Source: an optimization exercise on an open RTL-to-GDS flow (aim: small area). Production flows keep margins and buffers that such runs may drop.
Where RTL was checked, it was by simulation tests only, not by an equivalence proof against the original.

==> flow/design.v (excerpt) <==
module qam_rx(
    input clk,
    input reset,
    input [2:0] sw,
    input signed [17:0] rf_in,
    output signed [17:0] dec_var_i,
    output signed [17:0] dec_var_q
);
Size: about 17,000 cells after synthesis, about 59 I/O pins.
make LEC_CHECK=0 CAP_MARGIN=20 CORE_MARGIN=2 CORE_UTILIZATION=70 CTS_CLUSTER_DIAMETER=80 CTS_CLUSTER_SIZE=24 SLEW_MARGIN=20 SYNTH_HIERARCHICAL=1 SYNTH_MINIMUM_KEEP_SIZE=0 finish   # period 12.0 ns
run.sh (not shown) runs the stock make flow with config.mk's settings and CLKGATE_MAP_FILE= SYNTH_SCRIPT=/design/flow/synth_recipe.tcl, a recipe that flattens the netlist after the stock synthesis.
The baseline ran to the end with no violations.
Next try:
--- a/flow/config.mk
+++ b/flow/config.mk
@@ -12 +12 @@
-export CTS_CLUSTER_SIZE = 24
+export CTS_CLUSTER_SIZE = 30
Routed wire length shrinks by 0.50%.
Worst setup slack is worse by 68 ps.
Core utilization shrinks by 0.25 points.
Die area stays the same.
Cell area shrinks by 0.34%.
Global-route usage shrinks by 0.19 points.
Count of clock-buffer cells in the layout shrinks by 73.


Setup of epsilon:
Another version of the RTL of qam_rx (not shown whole).
Size: ~17000 cells after synthesis, roughly 59 I/O pins.
Design qam_rx, start of the top module:
module qam_rx(
    input clk,
    input reset,
    input [2:0] sw,
    input signed [17:0] rf_in,
    output signed [17:0] dec_var_i,
    output signed [17:0] dec_var_q
);
reg [3:0] p;
always @(posedge clk) p <= reset ? 4'd0 : p + 4'd1;
wire [1:0] q = p[1:0];
wire tick = &q;
wire sym = &p;
wire p0 = p[0];
reg pp0;
always @(posedge clk) pp0 <= p0;
wire neg = q[1] ^ q[0];
wire [17:0] val = neg ? -rf_in : rf_in;
reg [17:0] fl0, fl1, fl2, fl3, fl4, fl5, fl6, fl7, fl8;
always @(posedge clk) begin
    fl0 <= {q[0], val[17:1]};
    fl1 <= fl0; fl2 <= fl1; fl3 <= fl2; fl4 <= fl3;
    fl5 <= fl4; fl6 <= fl5; fl7 <= fl6; fl8 <= fl7;
end
function signed [17:0] g(input [17:0] f, input b);
    g = (f[17] == b) ? {f[16], f[16:0]} : 18'd0;
endfunction
wire signed [17:0] ta = g(fl2, p0), tc = g(fl4, p0), te = g(fl5, p0), td = g(fl6, p0), tb = g(fl8, p0);
wire [17:0] th;
qr_th TH (.a(ta), .b(tb), .c(tc), .d(td), .e(te), .y(th));
reg signed [17:0] d1i, d1q;
always @(posedge clk) begin
    if (!p0) d1i <= th;
    if (p0) d1q <= th;
end
wire signed [17:0] y4i, y4q;
qr_hbf #(.OFF(1)) HI (.clk(clk), .p0(p0), .pp0(pp0), .din(d1i), .y(y4i));
qr_hbf #(.OFF(0)) HQ (.clk(clk), .p0(p0), .pp0(pp0), .din(d1q), .y(y4q));
reg signed [16:0] h4d;
always @(posedge clk) if (p0) h4d <= y4q[17:1];
reg [1:0] ph;                  
always @(posedge clk) ph <= ph + 2'd1;
reg pend, win, ptk;
reg [3:0] tk;
reg [1:0] qd1, qd2, qd3;
wire act = (ph == 2'd0) ? pend : win;
wire wst = (ph == 2'd0) & pend;
always @(posedge clk) begin
    pend <= tick | (pend & ~wst);
    win <= act & (ph != 2'd3);
  ...
Settings: LEC_CHECK=0, CAP_MARGIN=20, CORE_MARGIN=2, CORE_UTILIZATION=70, CTS_CLUSTER_DIAMETER=60, CTS_CLUSTER_SIZE=28, SLEW_MARGIN=20, SYNTH_HIERARCHICAL=1, SYNTH_MINIMUM_KEEP_SIZE=0; clock period 12.0 ns.
epsilon finished end to end and its layout was clean on timing, DRC and antenna.
Input changes introduced in gamma (baseline for comparison: epsilon):
--- a/flow/config.mk
+++ b/flow/config.mk
@@ -10,4 +10,4 @@
 export CORE_UTILIZATION = 70
-export CTS_CLUSTER_DIAMETER = 60
-export CTS_CLUSTER_SIZE = 28
+export CTS_CLUSTER_DIAMETER = 80
+export CTS_CLUSTER_SIZE = 24
 export SLEW_MARGIN = 20
==> comparison <==
- On final weighted congestion in routability-driven placement, gamma and epsilon are neck and neck.
- gamma vs epsilon, total detailed-routing wirelength went down by 7.2 mm.
- In gamma the sequential share of layout area turned out 0.57 points higher than in epsilon.
- Sort gamma and epsilon by design area desc -> top: epsilon
No run of this note included a check of the RTL's function; only the layout flow was run.

port drivers added, routing unchanged:
The results above use ideal ports. As a check the final layouts listed here were re-extracted and re-timed, cells and wires unchanged. Step 1 assumes that a clkbuf_16 drives the clock port and a buf_2 every other input. Step 2 also shifts input and output timing later by t, the mid clock arrival at the registers, as if the neighbouring blocks saw the same clock. a / b / c = ideal / step 1 / step 2; a / b = the first two.
| run | t (ns) | setup slack, ns | hold slack, ns |
|---|---|---|---|
| the first run of note 1 | 1.089 | 1.040 / 1.040 / 1.040 | 0.280 / 0.280 / 0.280 |
| the second run of note 1 | 1.069 | 0.973 / 0.973 / 0.973 | 0.291 / 0.291 / 0.291 |
| epsilon | 1.118 | 1.182 / 1.182 / 1.182 | 0.270 / 0.270 / 0.270 |
| gamma | 1.071 | 1.237 / 1.237 / 1.237 | 0.287 / 0.287 / 0.287 |
After both steps every run listed still meets setup and hold.
